Context: an optimization exercise on an open-source flow, tuned for small area. The choices shown serve that exercise and are no tape-out recipe. Where RTL was checked, it was by simulation tests only, not by an equivalence proof against the original. Power figures rest on the tool's default switching activity, not on a simulated workload.

Setup of Q:
==> flow/design.v (excerpt) <==
module ntt_bf2x2_top (
    input  wire         clk,
    input  wire         reset_n,
    input  wire         zeroize,
    input  wire [2:0]   mode,
    input  wire         enable,
    input  wire [183:0] uvw_i,
    input  wire [275:0] pw_uvw_i,
    input  wire         accumulate,
    output wire [91:0]  uv_o,
    output wire [91:0]  pwo_uv_o,
    output wire         ready_o
);
    ntt_butterfly2x2 #(
        .REG_SIZE(23),
        .MLDSA_Q(23'd8380417)
    ) u_bf2x2 (
        .clk(clk),
        .reset_n(reset_n),
        .zeroize(zeroize),
        .mode(mode),
        .enable(enable),
        .uvw_i(uvw_i),
        .pw_uvw_i(pw_uvw_i),
        .accumulate(accumulate),
        .uv_o(uv_o),
        .pwo_uv_o(pwo_uv_o),
        .ready_o(ready_o)
    );
endmodule
==> flow/config.mk <==
export PLATFORM = sky130hd
export DESIGN_NAME = ntt_bf2x2_top
export DESIGN_NICKNAME = ntt_bf2x2_top
export VERILOG_FILES = /design/flow/design.v
export SDC_FILE = /design/flow/constraint.sdc
export NUM_CORES = 4
export LEC_CHECK = 0
export CAP_MARGIN = 30
export CORE_MARGIN = 2
export CORE_UTILIZATION = 35
export PLACE_DENSITY = 0.5
export SLEW_MARGIN = 30
export SYNTH_HIERARCHICAL = 1
==> flow/constraint.sdc <==
create_clock -name core_clock -period 11.0 [get_ports {clk}]
set_input_delay 2.2000 -clock core_clock [delete_from_list [all_inputs] [get_ports {clk}]]
set_output_delay 2.2000 -clock core_clock [all_outputs]
set_load 0.01 [all_outputs]
run.sh (not shown) runs the stock make flow with config.mk's settings and CLKGATE_MAP_FILE= SYNTH_SCRIPT=/design/flow/synth_recipe.tcl, a recipe that flattens the netlist after the stock synthesis.
Q went all the way through synthesis, placement and routing and the layout is clean on timing, DRC and antenna.
> inputs changed (Q -> S)
- PLACE_DENSITY now 0.75, was 0.5
- CTS_CLUSTER_DIAMETER now 100, previously not set
- CTS_CLUSTER_SIZE now 25, previously not set
- CORE_UTILIZATION now 60, was 35
==> flow/flow/run.sh (new file) <==
#!/bin/bash
# The standard layout (the standard.sh, standard synthesis included), with
# one change: the input and output ports are buffered with the smallest
# buffer cell instead of the default delay-buffer cell. Timing repair later
# resizes any port buffer that needs more drive.
set -euo pipefail
export BUFFER_PORTS_ARGS="-buffer_cell sky130_fd_sc_hd__buf_1"
# make's own output; each ORFS step also writes its full log under orfs/logs/
bash standard.sh > standard_make.log 2>&1
==> flow/standard.sh (new file) <==
#!/bin/bash
# synth_recipe.tcl (not shown) runs the flow's synth.tcl, then flattens the netlist and writes it again
# the make line also repeats each setting of config.mk as NAME=value (left out here)
make -C /OpenROAD-flow-scripts/flow DESIGN_CONFIG=/design/flow/config.mk WORK_HOME=/design/flow/orfs CLKGATE_MAP_FILE= SYNTH_SCRIPT=/design/flow/synth_recipe.tcl "${@:-finish}"
removed: flow/run.sh
- Cmp Q and S / count of standard-cell rows / lower: S
- [compare] base=Q new=S: routed length on met2 dropped about 13%; total power shrank by 11%; final setup skew fell 0.032 ns.

* * *

Setup of red:
Another version of the RTL of ntt_bf2x2_top (not shown whole).
Size in the first run: about 11,000 cells after synthesis.
export LEC_CHECK = 0
export CAP_MARGIN = 30
export CORE_MARGIN = 2
export CORE_UTILIZATION = 70
export CTS_CLUSTER_DIAMETER = 80
export CTS_CLUSTER_SIZE = 16
export PLACE_DENSITY = 0.85
export SLEW_MARGIN = 30
export SYNTH_HIERARCHICAL = 1
create_clock -name core_clock -period 11.0 [get_ports {clk}]
standard.sh (not shown) runs the stock make flow with config.mk's settings and CLKGATE_MAP_FILE= SYNTH_SCRIPT=/design/flow/synth_recipe.tcl, a recipe that flattens the netlist after the stock synthesis.
==> flow/flow/run.sh <==
#!/bin/bash
# The standard layout (the standard.sh, standard synthesis included), with
# two changes:
#  - the input and output ports are buffered with the smallest buffer cell
#    instead of the default delay-buffer cell (timing repair later resizes any
#    port buffer that needs more drive);
#  - clock tree synthesis clusters at most 16 registers within 80 um per
#    clkbuf_8 leaf buffer and inserts no dummy loads.
set -euo pipefail
export BUFFER_PORTS_ARGS="-buffer_cell sky130_fd_sc_hd__buf_1"
export CTS_ARGS="-sink_clustering_enable -repair_clock_nets -sink_clustering_size 16 -sink_clustering_max_diameter 80 -dont_use_dummy_load -buf_list sky130_fd_sc_hd__clkbuf_8"
# make's own output; each ORFS step also writes its full log under orfs/logs/
bash standard.sh > standard_make.log 2>&1
For blue, these inputs were changed with respect to red:
# red
export LEC_CHECK = 0
export CAP_MARGIN = 30
export CORE_MARGIN = 2
export CORE_UTILIZATION = 70
export CTS_CLUSTER_DIAMETER = 80
export CTS_CLUSTER_SIZE = 16
export PLACE_DENSITY = 0.85
export SLEW_MARGIN = 30
export SYNTH_HIERARCHICAL = 1
create_clock -name core_clock -period 11.0 [get_ports {clk}]
# blue
export LEC_CHECK = 0
export CAP_MARGIN = 30
export CORE_MARGIN = 2
export CORE_UTILIZATION = 70
export CTS_CLUSTER_DIAMETER = 100
export CTS_CLUSTER_SIZE = 25
export PLACE_DENSITY = 0.85
export SLEW_MARGIN = 30
export SYNTH_HIERARCHICAL = 1
create_clock -name core_clock -period 11.0 [get_ports {clk}]
==> flow/flow/run.sh <==
#!/bin/bash
set -euo pipefail
export BUFFER_PORTS_ARGS="-buffer_cell sky130_fd_sc_hd__buf_1"
export CTS_ARGS="-sink_clustering_enable -repair_clock_nets -sink_clustering_size 25 -sink_clustering_max_diameter 100 -dont_use_dummy_load"
# make's own output; each ORFS step also writes its full log under orfs/logs/
bash standard.sh > standard_make.log 2>&1
[summary]
- Relative area of non-clock buffer cells in the final design delta (blue -> red): insignificant
- Latest clock arrival within the worst-skew pair: blue vs red down 0.13 ns
- blue vs red, non-filler instance count after layout went down by 59.
- red -> blue: aggregate global-route resource usage flat
- Comparing setup slack for red and blue, the bigger number came from red.
- Summary of blue over red: iteration count of the initial detailed-routing pass went down 4; design area held; count of fill cells added during filler insertion went down 117; fraction of power consumed by the clock network went up 0.6 points; die area held.

* * *

build 96:
ntt_bf2x2_top, a different RTL version from the one above (not shown whole).
Size: about 15000 cells after synthesis, ~2100 flip-flops, roughly 0.15 mm² of cells after synthesis.
clock: 11.0 ns
lec_check: 0
cap_margin: 30
core_margin: 2
core_utilization: 35
gpl_timing_driven: 0
place_density: 0.5
slew_margin: 30
synth_hierarchical: 1
run.sh (not shown) runs the stock make flow with config.mk's settings and CLKGATE_MAP_FILE= SYNTH_SCRIPT=/design/flow/synth_recipe.tcl, a recipe that flattens the netlist after the stock synthesis.
Stock flow here: none of the scripts above is used.
diff inputs: build 96 => build 75
- GPL_TIMING_DRIVEN removed (was 0)
Notes after the runs:
Taking build 96 as the reference, in build 75 layout overhead on the synthesized area shows a reduction of 4.5 points, first-iteration DRC count went down. Summary of the comparison: final cycle utilization of the critical path is lower in build 75, relative to build 96. Run comparison: build 75 slowest cell on the critical path inv_1; build 96 slowest cell on the critical path clkbuf_1. The area occupied by multi-input gates of build 75 and that of build 96 are within noise of each other. Of build 96 and build 75, build 75 shows the lower layout net count, with build 96 above it. According to the power report, total power for build 75 is lower than for build 96. Summary of build 75 over build 96: total clock buffers created by CTS picked up an extra 1; final wirelength saw a decrease; sequential share of layout area rose by 0.98 points. Count of inverters not on the clock network in the layout: build 75 vs build 96 identical.
Function was not checked in any run of this note: the RTL went through the layout flow alone.

* * *

the previous run:
RTL: one of the versions met above, not the one the previous note started from.
Size in the first run: about 13000 cells after synthesis, roughly 650 I/O pins, ~0.15 mm2 of cells after synthesis.
clock: 11.0 ns
lec_check: 0
cap_margin: 30
core_margin: 2
core_utilization: 50
cts_cluster_diameter: 100
cts_cluster_size: 25
place_density: 0.65
slew_margin: 30
synth_hierarchical: 1
Per the final summary, the previous run finished and its layout is clean on timing, DRC and antenna.
[inputs] the current run vs the previous run
- CTS_CLUSTER_SIZE no longer set, was 25
- CORE_UTILIZATION now 35, was 50
- CTS_CLUSTER_DIAMETER no longer set, was 100
- CTS_BUF_LIST now sky130_fd_sc_hd__clkbuf_4 sky130_fd_sc_hd__clkbuf_8, previously not set
- PLACE_DENSITY now 0.5, was 0.65
Findings:
- Looking at the reports, the current run completed the entire flow and the layout it produced met the timing, design-rule and antenna checks.
- ~same sequential power in the current run and the previous run
- The current run: final period demand of the worst path 0.12 ns below the previous run
- Number of sequential cells in the layout: the current run vs the previous run identical
- Of the current run and the previous run, the previous run shows the lower share of power burned in the clock network, with the current run above it.
- Cmp the current run vs the previous run: final total power higher in the current run
- Number of placed instances, taps included is higher on the current run
- [the current run] die area rose 43% relative to the previous run

* * *

ntt_bf2x2_top, a different RTL version from the one above (not shown whole).
Size: ~11000 cells after synthesis, ~130000 um2 of cells after synthesis.
==> flow/config.mk <==
export PLATFORM = sky130hd
export DESIGN_NAME = ntt_bf2x2_top
export DESIGN_NICKNAME = ntt_bf2x2_top
export VERILOG_FILES = /design/flow/design.v
export SDC_FILE = /design/flow/constraint.sdc
export NUM_CORES = 4
export LEC_CHECK = 0
export CAP_MARGIN = 30
export CORE_MARGIN = 2
export CORE_UTILIZATION = 60
export CTS_CLUSTER_DIAMETER = 100
export CTS_CLUSTER_SIZE = 25
export PLACE_DENSITY = 0.75
export SLEW_MARGIN = 30
export SYNTH_HIERARCHICAL = 1
==> flow/constraint.sdc <==
create_clock -name core_clock -period 11.0 [get_ports {clk}]
set_input_delay 2.2000 -clock core_clock [delete_from_list [all_inputs] [get_ports {clk}]]
set_output_delay 2.2000 -clock core_clock [all_outputs]
set_load 0.01 [all_outputs]
standard.sh (not shown) runs the stock make flow with config.mk's settings and CLKGATE_MAP_FILE= SYNTH_SCRIPT=/design/flow/synth_recipe.tcl, a recipe that flattens the netlist after the stock synthesis.
==> flow/flow/run.sh <==
#!/bin/bash
set -euo pipefail
export BUFFER_PORTS_ARGS="-buffer_cell sky130_fd_sc_hd__buf_1"
export CTS_ARGS="-sink_clustering_enable -repair_clock_nets -sink_clustering_size 25 -sink_clustering_max_diameter 100 -dont_use_dummy_load"
# make's own output; each ORFS step also writes its full log under orfs/logs/
bash standard.sh > standard_make.log 2>&1
The first run completed with no timing, DRC or antenna violations.
Next try:
==> flow/flow/run.sh (replaced) <==
#!/bin/bash
# The standard layout (the standard.sh, standard synthesis included), with
# two changes:
#  - the input and output ports are buffered with the smallest buffer cell
#    instead of the default delay-buffer cell (timing repair later resizes any
#    port buffer that needs more drive);
#  - clock tree synthesis clusters at most 16 registers within 80 um per
#    clkbuf_8 leaf buffer and inserts no dummy loads.
set -euo pipefail
export BUFFER_PORTS_ARGS="-buffer_cell sky130_fd_sc_hd__buf_1"
export CTS_ARGS="-sink_clustering_enable -repair_clock_nets -sink_clustering_size 16 -sink_clustering_max_diameter 80 -dont_use_dummy_load -buf_list sky130_fd_sc_hd__clkbuf_8"
# make's own output; each ORFS step also writes its full log under orfs/logs/
bash standard.sh > standard_make.log 2>&1
CTS_CLUSTER_DIAMETER = 80   (was 100)
CTS_CLUSTER_SIZE = 16   (was 25)
=>
- clock skew rises by 0.048 ns
- cell count came out higher slightly
- combinational power barely changes
- worst setup slack improves by 0.077 ns
- critical path depth is unchanged
- power decreases slightly
- clock power fell by a little under a tenth
- wire length barely changes
- fmax increases slightly
- final area barely changes
- first-iteration DRC count came out lower slightly

[static timing again, ports no longer ideal]
Ports are ideal in the flow. The routed layouts listed here were re-timed in OpenROAD.
Step 1 (the two cells are an assumption about what drives the block):
set clk [get_ports {clk}]
set_driving_cell -lib_cell sky130_fd_sc_hd__clkbuf_16 $clk
set_driving_cell -lib_cell sky130_fd_sc_hd__buf_2 [delete_from_list [all_inputs] $clk]
Step 2 also shifts input and output timing later by t, the mid clock arrival at the registers, as if the neighbouring blocks saw the same clock.
Three values: ideal, step 1, step 2; two values: the first two.
run | t (ns) | setup slack, ns | latest minus earliest clock arrival (ns)
Q | 1.046 | 1.100 / 1.100 / 1.100 | 0.101 / 0.102
S | 0.920 | 0.857 / 0.857 / 0.857 | 0.070 / 0.070
red | 1.012 | 1.058 / 1.058 / 1.058 | 0.113 / 0.113
blue | 0.871 | 0.984 / 0.984 / 0.984 | 0.132 / 0.133
build 96 | 1.054 | 0.241 / 0.241 / 0.241 | 0.094 / 0.094
build 75 | 1.034 | 1.078 / 1.078 / 1.078 | 0.064 / 0.065
the previous run | 1.012 | 0.999 / 0.999 / 0.999 | 0.073 / 0.072
the current run | 1.171 | 1.122 / 1.122 / 1.122 | 0.118 / 0.119
the first run of note 5 | 0.875 | 1.141 / 1.141 / 1.141 | 0.095 / 0.095
the second run of note 5 | 1.033 | 1.218 / 1.218 / 1.218 | 0.142 / 0.142
After both steps setup and hold are still met in every run listed.
